This is an optimization exercise on Yosys and OpenROAD, whose aim is small area, not a production implementation.
In this exercise RTL edits were held to simulation tests only and were not proved equivalent to the original.
The flow treats the clock pin as an ideal source, which a real chip does not have.
Power figures rest on the tool's default switching activity, not on a simulated workload.

==> wip/indigo <==
==> flow/design.v <==
module task4_2(output [95:0] yout,
               output done,
               input data, start, clk);
  reg  [5:0]  cnt;      
  reg  [31:0] d;        
  reg  [15:0] g;        
  wire        run = ~cnt[5];    
  assign done = cnt[5] & cnt[0];
  always @(posedge clk or posedge start)
    if (start)      cnt <= 6'd0;
    else if (!done) cnt <= cnt + 6'd1;
  always @(posedge clk)
    if (run) d <= {data, d[31:1]};
  wire first = (cnt == 6'd0);
  wire x = d[31] ^ g[15];       
  always @(posedge clk)
    if (!done) begin
      if (first) g <= 16'h0000;
      else       g <= {g[14] ^ x, ~g[13:2], g[1] ^ x, ~g[0], ~x};
    end
  wire [15:0] r = g ^ 16'h2AB5;
  wire [34:0] dz = {d, 3'b000};            
  wire [31:0] tz = dz[32:1] ^ dz[31:0];    
  wire [31:0] fo = dz[34:3] ^ tz;
  wire [31:0] fe = fo ^ dz[33:2];
  wire [18:0] q  = {d[29], d[30], d[31], r};
  wire [15:0] tq = q[18:3] ^ q[17:2];      
  wire [15:0] co = q[15:0] ^ tq;
  wire [15:0] ce = co ^ q[16:1];
  assign yout = {fo[15], fe[15], fo[11], fe[11], fo[7], fe[7], fo[3], fe[3],
                 fo[14], fe[14], fo[10], fe[10], fo[6], fe[6], fo[2], fe[2],
                 fo[13], fe[13], fo[9], fe[9], fo[5], fe[5], fo[1], fe[1],
                 fo[12], fe[12], fo[8], fe[8], fo[4], fe[4], fo[0], fe[0],
                 fo[31], fe[31], fo[27], fe[27], fo[23], fe[23], fo[19], fe[19],
                 fo[30], fe[30], fo[26], fe[26], fo[22], fe[22], fo[18], fe[18],
                 fo[29], fe[29], fo[25], fe[25], fo[21], fe[21], fo[17], fe[17],
                 fo[28], fe[28], fo[24], fe[24], fo[20], fe[20], fo[16], fe[16],
                 co[0], ce[0], co[4], ce[4], co[8], ce[8], co[12], ce[12],
                 co[1], ce[1], co[5], ce[5], co[9], ce[9], co[13], ce[13],
                 co[2], ce[2], co[6], ce[6], co[10], ce[10], co[14], ce[14],
                 co[3], ce[3], co[7], ce[7], co[11], ce[11], co[15], ce[15]};
endmodule
==> flow/flow/run.sh <==
#!/bin/bash
# The standard layout with three changes:
#  - after the standard synthesis, flow/xorsyn.py rebuilds the netlist's
#    XOR network (the convolutional-code outputs) with fewer gates; the
#    registers and all other cells are kept as synthesised;
#  - the port buffers are the smallest buffer cell;
#  - clock tree synthesis adds no dummy load cells.
set -uo pipefail
R=orfs/results/${FLOW_PLATFORM}/task4_2/base
KNOBS=("BUFFER_PORTS_ARGS=-buffer_cell sky130_fd_sc_hd__buf_1"
       "CTS_ARGS=-sink_clustering_enable -repair_clock_nets -dont_use_dummy_load")
bash standard.sh "${KNOBS[@]}" synth > synth.log 2>&1 || { tail -n 30 synth.log; exit 1; }
cp "$R/1_2_yosys.v" "$R/1_2_yosys_abc.v"
python3 flow/xorsyn.py "$R/1_2_yosys_abc.v" "$R/1_2_yosys.v" > xorsyn.log 2>&1 || { cat xorsyn.log; exit 1; }
cat xorsyn.log
rm -f "$R/1_synth.odb" "$R/1_synth.sdc"
bash standard.sh "${KNOBS[@]}" finish > standard.log 2>&1
rc=$?
tail -n 30 standard.log
exit $rc
==> flow/flow/clkbuf.py <==
#!/usr/bin/env python3
"""Put one clock buffer between the clock port and every clock pin.

Usage: clkbuf.py IN.v OUT.v PORT CELL
"""
import re
import sys

src, dst, port, cell = sys.argv[1:5]
text = open(src).read()
net = f'{port}_buf'
n = len(re.findall(r'\.CLK\(\s*' + re.escape(port) + r'\s*\)', text))
text = re.sub(r'\.CLK\(\s*' + re.escape(port) + r'\s*\)', f'.CLK({net})', text)
i = text.rindex('endmodule')
text = (text[:i] + f'  wire {net};\n  {cell} _clkroot_ (.A({port}), .X({net}));\n'
        + text[i:])
open(dst, 'w').write(text)
print(f'clkbuf: {n} clock pins now on {cell}')
==> flow/flow/xorsyn.py <==
#!/usr/bin/env python3
"""Re-synthesise the XOR network of a flat Yosys netlist for least area.

Usage: xorsyn.py IN.v OUT.v

Every xor2/xnor2/inv/buf cell of the netlist ("linear" cells) is removed. Each
net that such a cell drives and that a module output or another cell reads is
a target: an XOR of source nets (register outputs, inputs, outputs of other
cells) plus a constant. The targets are rebuilt from two-input XOR/XNOR gates
by Paar's greedy common-pair elimination (best of several tie-breaking runs);
a gate's choice between XOR and XNOR absorbs the constants, so inverters are
only needed where one node must be used in both polarities. All other cells,
and so all registers with their names, are kept as they are.
"""
import collections
import itertools
import random
import re
import sys

LIN = re.compile(r'sky130_fd_sc_hd__(xor2|xnor2|inv|clkinv|buf|clkbuf)_\d+$')


def parse(text):
    m = re.search(r'\bmodule\s+(\S+)\s*\((.*?)\);', text, re.S)
    top, body_start = m.group(1), m.end()
    body_end = text.rindex('endmodule')
    body = text[body_start:body_end]
    items = []          # ('decl', text) or ('cell', type, name, pins, text)
    pos = 0
    stmt = re.compile(r'\s*((?:\(\*.*?\*\)\s*)*)(input|output|inout|wire|reg)\b(.*?);'
                      r'|\s*((?:\(\*.*?\*\)\s*)*)(\S+)\s+(\\\S+|\S+)\s*\((.*?)\)\s*;', re.S)
    while True:
        mm = stmt.match(body, pos)
        if not mm:
            rest = body[pos:].strip()
            assert rest == '', rest[:200]
            break
        pos = mm.end()
        if mm.group(2):
            items.append(('decl', mm.group(2), mm.group(3).strip()))
        else:
            pins = {}
            for pm in re.finditer(r'\.(\w+)\s*\(\s*(.*?)\s*\)\s*(?:,|$)', mm.group(7).strip(), re.S):
                pins[pm.group(1)] = pm.group(2).strip()
            items.append(('cell', mm.group(5), mm.group(6), pins))
    return top, m.group(2), items


def norm(n):
    return n.strip()


def esc(n):
    """Escaped identifiers need a space before the next token."""
    return n + ' ' if n.startswith('\\') else n


def main(src, dst, tries=400):
    text = open(src).read()
    top, ports, items = parse(text)
    outs = set()
    for it in items:
        if it[0] == 'decl' and it[1] == 'output':
            d = it[2]
            mm = re.match(r'\[(\d+):(\d+)\]\s*(\S+)', d)
            if mm:
                hi, lo, nm = int(mm.group(1)), int(mm.group(2)), mm.group(3)
                for i in range(min(hi, lo), max(hi, lo) + 1):
                    outs.add(f'{nm}[{i}]')
            else:
                outs.add(d.split()[-1])
    cells = [it for it in items if it[0] == 'cell']
    lin = [c for c in cells if LIN.match(c[1])]
    other = [c for c in cells if not LIN.match(c[1])]
    drv = {}
    for c in lin:
        o = c[3].get('X', c[3].get('Y'))
        drv[norm(o)] = c
    memo = {}

    def fn(net):
        net = norm(net)
        if net in memo:
            return memo[net]
        c = drv.get(net)
        if c is None:
            r = (frozenset([net]), 0)
        else:
            kind = LIN.match(c[1]).group(1)
            p = c[3]
            if kind in ('xor2', 'xnor2'):
                a, b = fn(p['A']), fn(p['B'])
                r = (a[0] ^ b[0], a[1] ^ b[1] ^ (kind == 'xnor2'))
            elif kind in ('inv', 'clkinv'):
                a = fn(p['A'])
                r = (a[0], a[1] ^ 1)
            else:
                r = fn(p['A'])
        memo[net] = r
        return r

    # sinks: linear nets read by other cells or that are outputs
    read_by_other = set()
    for c in other:
        for k, v in c[3].items():
            read_by_other.add(norm(v))
    sinks = [n for n in drv if n in outs or n in read_by_other]
    tgt = {n: fn(n) for n in sinks}
    for n, (s, p) in tgt.items():
        assert len(s) > 0 or True
    sets = sorted({s for s, p in tgt.values() if len(s) > 1}, key=lambda s: sorted(s))

    def paar(rng):
        T = [set(s) for s in sets]
        nodes = []
        while True:
            cnt = collections.Counter()
            for t in T:
                for a, b in itertools.combinations(sorted(t), 2):
                    cnt[(a, b)] += 1
            if not cnt:
                break
            best = max(cnt.values())
            cands = sorted(p for p, v in cnt.items() if v == best)
            a, b = rng.choice(cands) if rng else cands[0]
            new = f'@{len(nodes)}'
            nodes.append((a, b))
            for t in T:
                if a in t and b in t:
                    t.discard(a); t.discard(b); t.add(new)
        return nodes, [next(iter(t)) for t in T]

    best = paar(None)
    rng = random.Random(12345)
    for _ in range(tries):
        r = paar(rng)
        if len(r[0]) < len(best[0]):
            best = r
    nodes, roots = best
    root_of = dict(zip(sets, roots))
    # which sinks need which (root, parity)
    want = collections.defaultdict(list)     # root -> list of (sink, parity)
    for n in sinks:
        s, p = tgt[n]
        if len(s) == 1:
            want[next(iter(s))].append((n, p))
        else:
            want[root_of[s]].append((n, p))
    # node polarity: choose from its sinks (port sinks first), default 0
    pol = {}
    name = {}
    newcells = []
    newwires = []
    uid = [0]

    def fresh():
        uid[0] += 1
        w = f'_xs{uid[0]}_'
        newwires.append(w)
        return w
    for i, (a, b) in enumerate(nodes):
        nd = f'@{i}'
        ws = want.get(nd, [])
        ws.sort(key=lambda x: (x[0] not in outs, x[0]))
        if ws:
            pol[nd] = ws[0][1]
            name[nd] = ws[0][0]
        else:
            pol[nd] = 0
            name[nd] = fresh()
        pa = pol.get(a, 0); pb = pol.get(b, 0)
        na = name.get(a, a); nb = name.get(b, b)
        kind = 'xor2' if (pa ^ pb) == pol[nd] else 'xnor2'
        pin = 'X' if kind == 'xor2' else 'Y'
        newcells.append((f'sky130_fd_sc_hd__{kind}_1', {'A': na, 'B': nb, pin: name[nd]}))
    # remaining sinks
    rename = {}
    for root, ws in want.items():
        rp = pol.get(root, 0)
        rn = name.get(root, root)
        for sink, p in ws:
            if sink == rn:
                continue
            if p == rp and sink not in outs:
                rename[sink] = rn
                continue
            if p == rp:
                newcells.append(('sky130_fd_sc_hd__buf_1', {'A': rn, 'X': sink}))
            else:
                newcells.append(('sky130_fd_sc_hd__inv_1', {'A': rn, 'Y': sink}))
    # emit
    removed = set(drv) - set(sinks)
    out = [f'module {top}({ports});']
    for it in items:
        if it[0] == 'decl':
            nm = it[2].split()[-1]
            if it[1] == 'wire' and (nm in removed or nm in rename):
                continue
            out.append(f'  {it[1]} {esc(it[2])};')
    for w in newwires:
        out.append(f'  wire {w};')
    k = 0
    for c in other:
        pins = ', '.join(f'.{p}({esc(rename.get(norm(v), norm(v)))})' for p, v in c[3].items())
        out.append(f'  {c[1]} {esc(c[2])} ({pins});')
    for t, p in newcells:
        k += 1
        pins = ', '.join(f'.{a}({esc(b)})' for a, b in p.items())
        out.append(f'  {t} _xsc{k}_ ({pins});')
    out.append('endmodule')
    open(dst, 'w').write('\n'.join(out) + '\n')
    nx = sum(1 for t, p in newcells if 'xor' in t)
    print(f'xorsyn: {len(lin)} linear cells ({sum(1 for c in lin if "xor" in c[1])} xor) -> '
          f'{len(newcells)} ({nx} xor), {len(sinks)} targets')


if __name__ == '__main__':
    main(sys.argv[1], sys.argv[2])
==> flow/standard.sh <==
#!/bin/bash
# synth_recipe.tcl (not shown) runs the flow's synth.tcl, then flattens the netlist and writes it again
# the make line also repeats each setting of config.mk as NAME=value (left out here)
make -C /OpenROAD-flow-scripts/flow DESIGN_CONFIG=/design/flow/config.mk WORK_HOME=/design/flow/orfs CLKGATE_MAP_FILE= SYNTH_SCRIPT=/design/flow/synth_recipe.tcl "${@:-finish}"
==> flow/config.mk <==
export PLATFORM = sky130hd
export DESIGN_NAME = task4_2
export DESIGN_NICKNAME = task4_2
export VERILOG_FILES = /design/flow/design.v
export SDC_FILE = /design/flow/constraint.sdc
export NUM_CORES = 4
export LEC_CHECK = 0
export CAP_MARGIN = 20
export CORE_MARGIN = 2
export CORE_UTILIZATION = 40
export SLEW_MARGIN = 20
==> flow/constraint.sdc <==
create_clock -name core_clock -period 7.0 [get_ports {clk}]
set_input_delay 1.4000 -clock core_clock [delete_from_list [all_inputs] [get_ports {clk}]]
set_output_delay 1.4000 -clock core_clock [all_outputs]
set_load 0.01 [all_outputs]
==> wip/violet (differences from wip/indigo) <==
--- a/flow/design.v
+++ b/flow/design.v
@@ -2,22 +2,22 @@
                output done,
                input data, start, clk);
-  reg  [5:0]  cnt;      
+  reg  [5:0]  s;        
   reg  [31:0] d;        
   reg  [15:0] g;        
-  wire        run = ~cnt[5];    
-  assign done = cnt[5] & cnt[0];
+  wire all5  = &s[4:0];
+  wire run   = ~all5;
+  wire first = ~s[5] & s[3] & ~s[2] & s[0];
+  assign done = all5 & s[5];
   always @(posedge clk or posedge start)
-    if (start)      cnt <= 6'd0;
-    else if (!done) cnt <= cnt + 6'd1;
+    if (start) s <= 6'b011011;
+    else       s <= {s[4:0], ~(s[5] ^ s[0]) | all5};
   always @(posedge clk)
     if (run) d <= {data, d[31:1]};
-  wire first = (cnt == 6'd0);
-  wire x = d[31] ^ g[15];       
+  wire x   = d[31] ^ g[15];     
+  wire upd = ~done & ~first;    
+  wire [15:0] gn = {~(g[14] ^ x), g[13:2], ~(g[1] ^ x), g[0], x};
   always @(posedge clk)
-    if (!done) begin
-      if (first) g <= 16'h0000;
-      else       g <= {g[14] ^ x, ~g[13:2], g[1] ^ x, ~g[0], ~x};
-    end
-  wire [15:0] r = g ^ 16'h2AB5;
+    g <= ({16{done}} & g) | ({16{upd}} & gn);
+  wire [15:0] r = ~g;
   wire [34:0] dz = {d, 3'b000};            
   wire [31:0] tz = dz[32:1] ^ dz[31:0];    
--- a/flow/flow/run.sh
+++ b/flow/flow/run.sh
@@ -1,13 +1,16 @@
 #!/bin/bash
-# The standard layout with three changes:
+# The standard layout with these changes:
 #  - after the standard synthesis, flow/xorsyn.py rebuilds the netlist's
 #    XOR network (the convolutional-code outputs) with fewer gates; the
 #    registers and all other cells are kept as synthesised;
 #  - the port buffers are the smallest buffer cell;
-#  - clock tree synthesis adds no dummy load cells.
+#  - before clock tree synthesis, flow/pre_cts.tcl lets the clock port drive
+#    three clock buffers, one per group of nearby registers; clock tree
+#    synthesis then has nothing to add and adds no dummy loads.
 set -uo pipefail
 R=orfs/results/${FLOW_PLATFORM}/task4_2/base
 KNOBS=("BUFFER_PORTS_ARGS=-buffer_cell sky130_fd_sc_hd__buf_1"
-       "CTS_ARGS=-sink_clustering_enable -repair_clock_nets -dont_use_dummy_load")
+       "CTS_ARGS=-sink_clustering_enable -repair_clock_nets -dont_use_dummy_load -clk_nets clk"
+       "PRE_CTS_TCL=$PWD/flow/pre_cts.tcl")
 bash standard.sh "${KNOBS[@]}" synth > synth.log 2>&1 || { tail -n 30 synth.log; exit 1; }
 cp "$R/1_2_yosys.v" "$R/1_2_yosys_abc.v"
==> flow/flow/pre_cts.tcl (new file) <==
# The clock port drives a few clock buffers directly; each buffer drives the
# clock pins of one group of registers (groups by k-means on the register
# positions) and sits at its group's centre. Clock tree synthesis then only
# sees the port's net, whose sinks are these buffers.
set cell sky130_fd_sc_hd__clkbuf_8
set k 3
set block [ord::get_db_block]
set dbu [$block getDbUnitsPerMicron]
set net [$block findNet clk]
set pins {}
foreach it [$net getITerms] {
  set box [[$it getInst] getBBox]
  lappend pins [list [$it getInst] [$it getMTerm] \
    [expr {([$box xMin] + [$box xMax]) / 2.0 / $dbu}] \
    [expr {([$box yMin] + [$box yMax]) / 2.0 / $dbu}]]
}
# k-means, started from points spread along x
set sorted [lsort -real -index 2 $pins]
set n [llength $sorted]
set cx {}
set cy {}
for {set i 0} {$i < $k} {incr i} {
  set p [lindex $sorted [expr {int(($i + 0.5) * $n / $k)}]]
  lappend cx [lindex $p 2]
  lappend cy [lindex $p 3]
}
for {set iter 0} {$iter < 50} {incr iter} {
  set groups {}
  for {set i 0} {$i < $k} {incr i} { lappend groups {} }
  foreach p $pins {
    set best 0
    set bd 1e30
    for {set i 0} {$i < $k} {incr i} {
      set d [expr {abs([lindex $p 2] - [lindex $cx $i]) + abs([lindex $p 3] - [lindex $cy $i])}]
      if {$d < $bd} { set bd $d; set best $i }
    }
    lset groups $best [concat [lindex $groups $best] [list $p]]
  }
  for {set i 0} {$i < $k} {incr i} {
    set g [lindex $groups $i]
    if {[llength $g] == 0} continue
    set sx 0.0; set sy 0.0
    foreach p $g { set sx [expr {$sx + [lindex $p 2]}]; set sy [expr {$sy + [lindex $p 3]}] }
    lset cx $i [expr {$sx / [llength $g]}]
    lset cy $i [expr {$sy / [llength $g]}]
  }
}
for {set i 0} {$i < $k} {incr i} {
  set g [lindex $groups $i]
  if {[llength $g] == 0} continue
  set loads {}
  foreach p $g {
    lappend loads [get_pins "[[lindex $p 0] getName]/[[lindex $p 1] getName]"]
  }
  puts "pre_cts: clock buffer $i for [llength $g] clock pins at ([lindex $cx $i], [lindex $cy $i])"
  insert_buffer -buffer_cell $cell -net clk -load_pins $loads \
    -location [list [lindex $cx $i] [lindex $cy $i]] \
    -buffer_name clkleaf$i -net_name clk_leaf$i
}
--- a/flow/flow/xorsyn.py
+++ b/flow/flow/xorsyn.py
@@ -4,5 +4,5 @@
 Usage: xorsyn.py IN.v OUT.v
 
-Every xor2/xnor2/inv/buf cell of the netlist ("linear" cells) is removed. Each
+Every xor2/xnor2/xor3/xnor3/inv/buf cell of the netlist ("linear" cells) is removed. Each
 net that such a cell drives and that a module output or another cell reads is
 a target: an XOR of source nets (register outputs, inputs, outputs of other
@@ -19,5 +19,5 @@
 import sys
 
-LIN = re.compile(r'sky130_fd_sc_hd__(xor2|xnor2|inv|clkinv|buf|clkbuf)_\d+$')
+LIN = re.compile(r'sky130_fd_sc_hd__(xor2|xnor2|xor3|xnor3|inv|clkinv|buf|clkbuf)_\d+$')
 
 
@@ -93,4 +93,7 @@
                 a, b = fn(p['A']), fn(p['B'])
                 r = (a[0] ^ b[0], a[1] ^ b[1] ^ (kind == 'xnor2'))
+            elif kind in ('xor3', 'xnor3'):
+                a, b, c3 = fn(p['A']), fn(p['B']), fn(p['C'])
+                r = (a[0] ^ b[0] ^ c3[0], a[1] ^ b[1] ^ c3[1] ^ (kind == 'xnor3'))
             elif kind in ('inv', 'clkinv'):
                 a = fn(p['A'])
--- a/flow/config.mk
+++ b/flow/config.mk
@@ -8,4 +8,5 @@
 export CAP_MARGIN = 20
 export CORE_MARGIN = 2
-export CORE_UTILIZATION = 40
+export CORE_UTILIZATION = 55
+export PLACE_DENSITY = 0.75
 export SLEW_MARGIN = 20
removed: flow/flow/clkbuf.py
==> wip/juniper (differences from wip/indigo) <==
--- a/flow/design.v
+++ b/flow/design.v
@@ -2,22 +2,22 @@
                output done,
                input data, start, clk);
-  reg  [5:0]  cnt;      
+  reg  [5:0]  s;        
   reg  [31:0] d;        
   reg  [15:0] g;        
-  wire        run = ~cnt[5];    
-  assign done = cnt[5] & cnt[0];
+  wire all5  = &s[4:0];
+  wire run   = ~all5;
+  wire first = ~s[5] & s[3] & ~s[2] & s[0];
+  assign done = all5 & s[5];
   always @(posedge clk or posedge start)
-    if (start)      cnt <= 6'd0;
-    else if (!done) cnt <= cnt + 6'd1;
+    if (start) s <= 6'b011011;
+    else       s <= {s[4:0], ~(s[5] ^ s[0]) | all5};
   always @(posedge clk)
     if (run) d <= {data, d[31:1]};
-  wire first = (cnt == 6'd0);
-  wire x = d[31] ^ g[15];       
+  wire x   = d[31] ^ g[15];     
+  wire upd = ~done & ~first;    
+  wire [15:0] gn = {~(g[14] ^ x), g[13:2], ~(g[1] ^ x), g[0], x};
   always @(posedge clk)
-    if (!done) begin
-      if (first) g <= 16'h0000;
-      else       g <= {g[14] ^ x, ~g[13:2], g[1] ^ x, ~g[0], ~x};
-    end
-  wire [15:0] r = g ^ 16'h2AB5;
+    g <= ({16{done}} & g) | ({16{upd}} & gn);
+  wire [15:0] r = ~g;
   wire [34:0] dz = {d, 3'b000};            
   wire [31:0] tz = dz[32:1] ^ dz[31:0];    
--- a/flow/flow/run.sh
+++ b/flow/flow/run.sh
@@ -1,13 +1,16 @@
 #!/bin/bash
-# The standard layout with three changes:
+# The standard layout with these changes:
 #  - after the standard synthesis, flow/xorsyn.py rebuilds the netlist's
 #    XOR network (the convolutional-code outputs) with fewer gates; the
 #    registers and all other cells are kept as synthesised;
 #  - the port buffers are the smallest buffer cell;
-#  - clock tree synthesis adds no dummy load cells.
+#  - before clock tree synthesis, flow/pre_cts.tcl lets the clock port drive
+#    three clock buffers, one per group of nearby registers; clock tree
+#    synthesis then has nothing to add and adds no dummy loads.
 set -uo pipefail
 R=orfs/results/${FLOW_PLATFORM}/task4_2/base
 KNOBS=("BUFFER_PORTS_ARGS=-buffer_cell sky130_fd_sc_hd__buf_1"
-       "CTS_ARGS=-sink_clustering_enable -repair_clock_nets -dont_use_dummy_load")
+       "CTS_ARGS=-sink_clustering_enable -repair_clock_nets -dont_use_dummy_load -clk_nets clk"
+       "PRE_CTS_TCL=$PWD/flow/pre_cts.tcl")
 bash standard.sh "${KNOBS[@]}" synth > synth.log 2>&1 || { tail -n 30 synth.log; exit 1; }
 cp "$R/1_2_yosys.v" "$R/1_2_yosys_abc.v"
==> flow/flow/pre_cts.tcl (new file) <==
# The clock port drives a few clock buffers directly; each buffer drives the
# clock pins of one group of registers (groups by k-means on the register
# positions) and sits at its group's centre. Clock tree synthesis then only
# sees the port's net, whose sinks are these buffers.
set cell sky130_fd_sc_hd__clkbuf_8
set k 3
set block [ord::get_db_block]
set dbu [$block getDbUnitsPerMicron]
set net [$block findNet clk]
set pins {}
foreach it [$net getITerms] {
  set box [[$it getInst] getBBox]
  lappend pins [list [$it getInst] [$it getMTerm] \
    [expr {([$box xMin] + [$box xMax]) / 2.0 / $dbu}] \
    [expr {([$box yMin] + [$box yMax]) / 2.0 / $dbu}]]
}
# k-means, started from points spread along x
set sorted [lsort -real -index 2 $pins]
set n [llength $sorted]
set cx {}
set cy {}
for {set i 0} {$i < $k} {incr i} {
  set p [lindex $sorted [expr {int(($i + 0.5) * $n / $k)}]]
  lappend cx [lindex $p 2]
  lappend cy [lindex $p 3]
}
for {set iter 0} {$iter < 50} {incr iter} {
  set groups {}
  for {set i 0} {$i < $k} {incr i} { lappend groups {} }
  foreach p $pins {
    set best 0
    set bd 1e30
    for {set i 0} {$i < $k} {incr i} {
      set d [expr {abs([lindex $p 2] - [lindex $cx $i]) + abs([lindex $p 3] - [lindex $cy $i])}]
      if {$d < $bd} { set bd $d; set best $i }
    }
    lset groups $best [concat [lindex $groups $best] [list $p]]
  }
  for {set i 0} {$i < $k} {incr i} {
    set g [lindex $groups $i]
    if {[llength $g] == 0} continue
    set sx 0.0; set sy 0.0
    foreach p $g { set sx [expr {$sx + [lindex $p 2]}]; set sy [expr {$sy + [lindex $p 3]}] }
    lset cx $i [expr {$sx / [llength $g]}]
    lset cy $i [expr {$sy / [llength $g]}]
  }
}
for {set i 0} {$i < $k} {incr i} {
  set g [lindex $groups $i]
  if {[llength $g] == 0} continue
  set loads {}
  foreach p $g {
    lappend loads [get_pins "[[lindex $p 0] getName]/[[lindex $p 1] getName]"]
  }
  puts "pre_cts: clock buffer $i for [llength $g] clock pins at ([lindex $cx $i], [lindex $cy $i])"
  insert_buffer -buffer_cell $cell -net clk -load_pins $loads \
    -location [list [lindex $cx $i] [lindex $cy $i]] \
    -buffer_name clkleaf$i -net_name clk_leaf$i
}
--- a/flow/flow/xorsyn.py
+++ b/flow/flow/xorsyn.py
@@ -4,5 +4,5 @@
 Usage: xorsyn.py IN.v OUT.v
 
-Every xor2/xnor2/inv/buf cell of the netlist ("linear" cells) is removed. Each
+Every xor2/xnor2/xor3/xnor3/inv/buf cell of the netlist ("linear" cells) is removed. Each
 net that such a cell drives and that a module output or another cell reads is
 a target: an XOR of source nets (register outputs, inputs, outputs of other
@@ -19,5 +19,5 @@
 import sys
 
-LIN = re.compile(r'sky130_fd_sc_hd__(xor2|xnor2|inv|clkinv|buf|clkbuf)_\d+$')
+LIN = re.compile(r'sky130_fd_sc_hd__(xor2|xnor2|xor3|xnor3|inv|clkinv|buf|clkbuf)_\d+$')
 
 
@@ -93,4 +93,7 @@
                 a, b = fn(p['A']), fn(p['B'])
                 r = (a[0] ^ b[0], a[1] ^ b[1] ^ (kind == 'xnor2'))
+            elif kind in ('xor3', 'xnor3'):
+                a, b, c3 = fn(p['A']), fn(p['B']), fn(p['C'])
+                r = (a[0] ^ b[0] ^ c3[0], a[1] ^ b[1] ^ c3[1] ^ (kind == 'xnor3'))
             elif kind in ('inv', 'clkinv'):
                 a = fn(p['A'])
==> summary of the runs <==
Fmax: wip/indigo < wip/juniper < wip/violet.
Sequential share of layout area, highest first: wip/indigo, wip/violet, wip/juniper.
Of wip/indigo and wip/juniper, wip/indigo has the higher register-to-register slack (gap 0.12 ns).
The highest worst hold slack belongs to wip/indigo, the lowest to wip/juniper.
Core utilization: wip/violet > wip/indigo > wip/juniper.
Against wip/indigo, the critical path depth of wip/violet is higher by 1.
Via count: wip/violet > wip/indigo > wip/juniper.
Routed wire length: wip/violet is smaller than wip/indigo (about 7%).
Design area, highest first: wip/indigo, wip/juniper, wip/violet.
First-iteration DRC count: wip/juniper > wip/indigo > wip/violet.
==> figures <==
| metric | wip/violet | wip/juniper | wip/indigo |
|---|---|---|---|
| Status | finished clean | finished clean | finished clean |
| Synthesis-to-finish area growth | 17.0% | 18.3% | 18.6% |
| Cell Pwr Density | 463 nW/um^2 | 457 nW/um^2 | 140 nW/um^2 |
| Worst slew margin relative to its limit | 30.0% | 32.5% | 45.2% |
| Final hold slack | 0.379 ns | 0.360 ns | 0.517 ns |
| Worst Setup Slack post-DPL | 4.02 ns | 4.03 ns | 4.08 ns |
| Tap cell instance count | 70 | 99 | 99 |
| Met2 routed WL | 2470 um | 2300 um | 2560 um |
| GR Util All Layers | 17.0% | 12.3% | 13.1% |
| Clock-pin slew on the worst setup and hold paths | 0.12 ns | 0.12 ns | 0.10 ns |
| Met3 Routed Length | 247 um | 334 um | 286 um |
| Area of the core region | 5110 um^2 | 7140 um^2 | 7250 um^2 |
| Average instance area after synthesis | 12.8 um^2 | 12.8 um^2 | 12.9 um^2 |
| Final core utilization | 66.3% | 48.0% | 49.2% |
| Number of cells produced by synthesis | 227 | 227 | 234 |
| Total non-filler cell area in the finished layout | 3390 um^2 | 3420 um^2 | 3570 um^2 |
| Critical path depth | 4 | 4 | 3 |
| Wire per inst | 12.8 um | 12.0 um | 12.5 um |
| First-pass GRT wire length | 8580 um | 8070 um | 8870 um |
| Switch Pwr | 733 uW | 728 uW | 90.4 uW |
| Sequential cell power | 500 uW | 501 uW | 345 uW |
| HP Start | s[3]$_DFF_PP1_ | s[3]$_DFF_PP1_ | cnt[4]$_DFFE_PP0N_ |

static timing again, ports no longer ideal:
Ports are ideal in the flow. The routed layouts listed here were re-timed in OpenROAD.
Step 1, drivers: a clkbuf_16 drives clk and a buf_2 each remaining input, both assumed.
Step 2 adds t to the input delays and takes it off the output delays; t is the mean of the earliest and latest rising clock arrival at the registers after step 1. Input paths then give back, and output paths get back, about the clock's delay inside the block.
Slacks: ideal / step 1 / step 2; pairs: ideal / step 1.
run	t (ns)	setup WS [ns]	cell pins on the clock port's net
wip/indigo	0.320	3.784 / 3.756 / 4.076	1
wip/violet	0.201	3.826 / 3.781 / 3.981	3
wip/juniper	0.211	3.811 / 3.761 / 3.972	3
After both steps setup and hold are still met in every run listed.
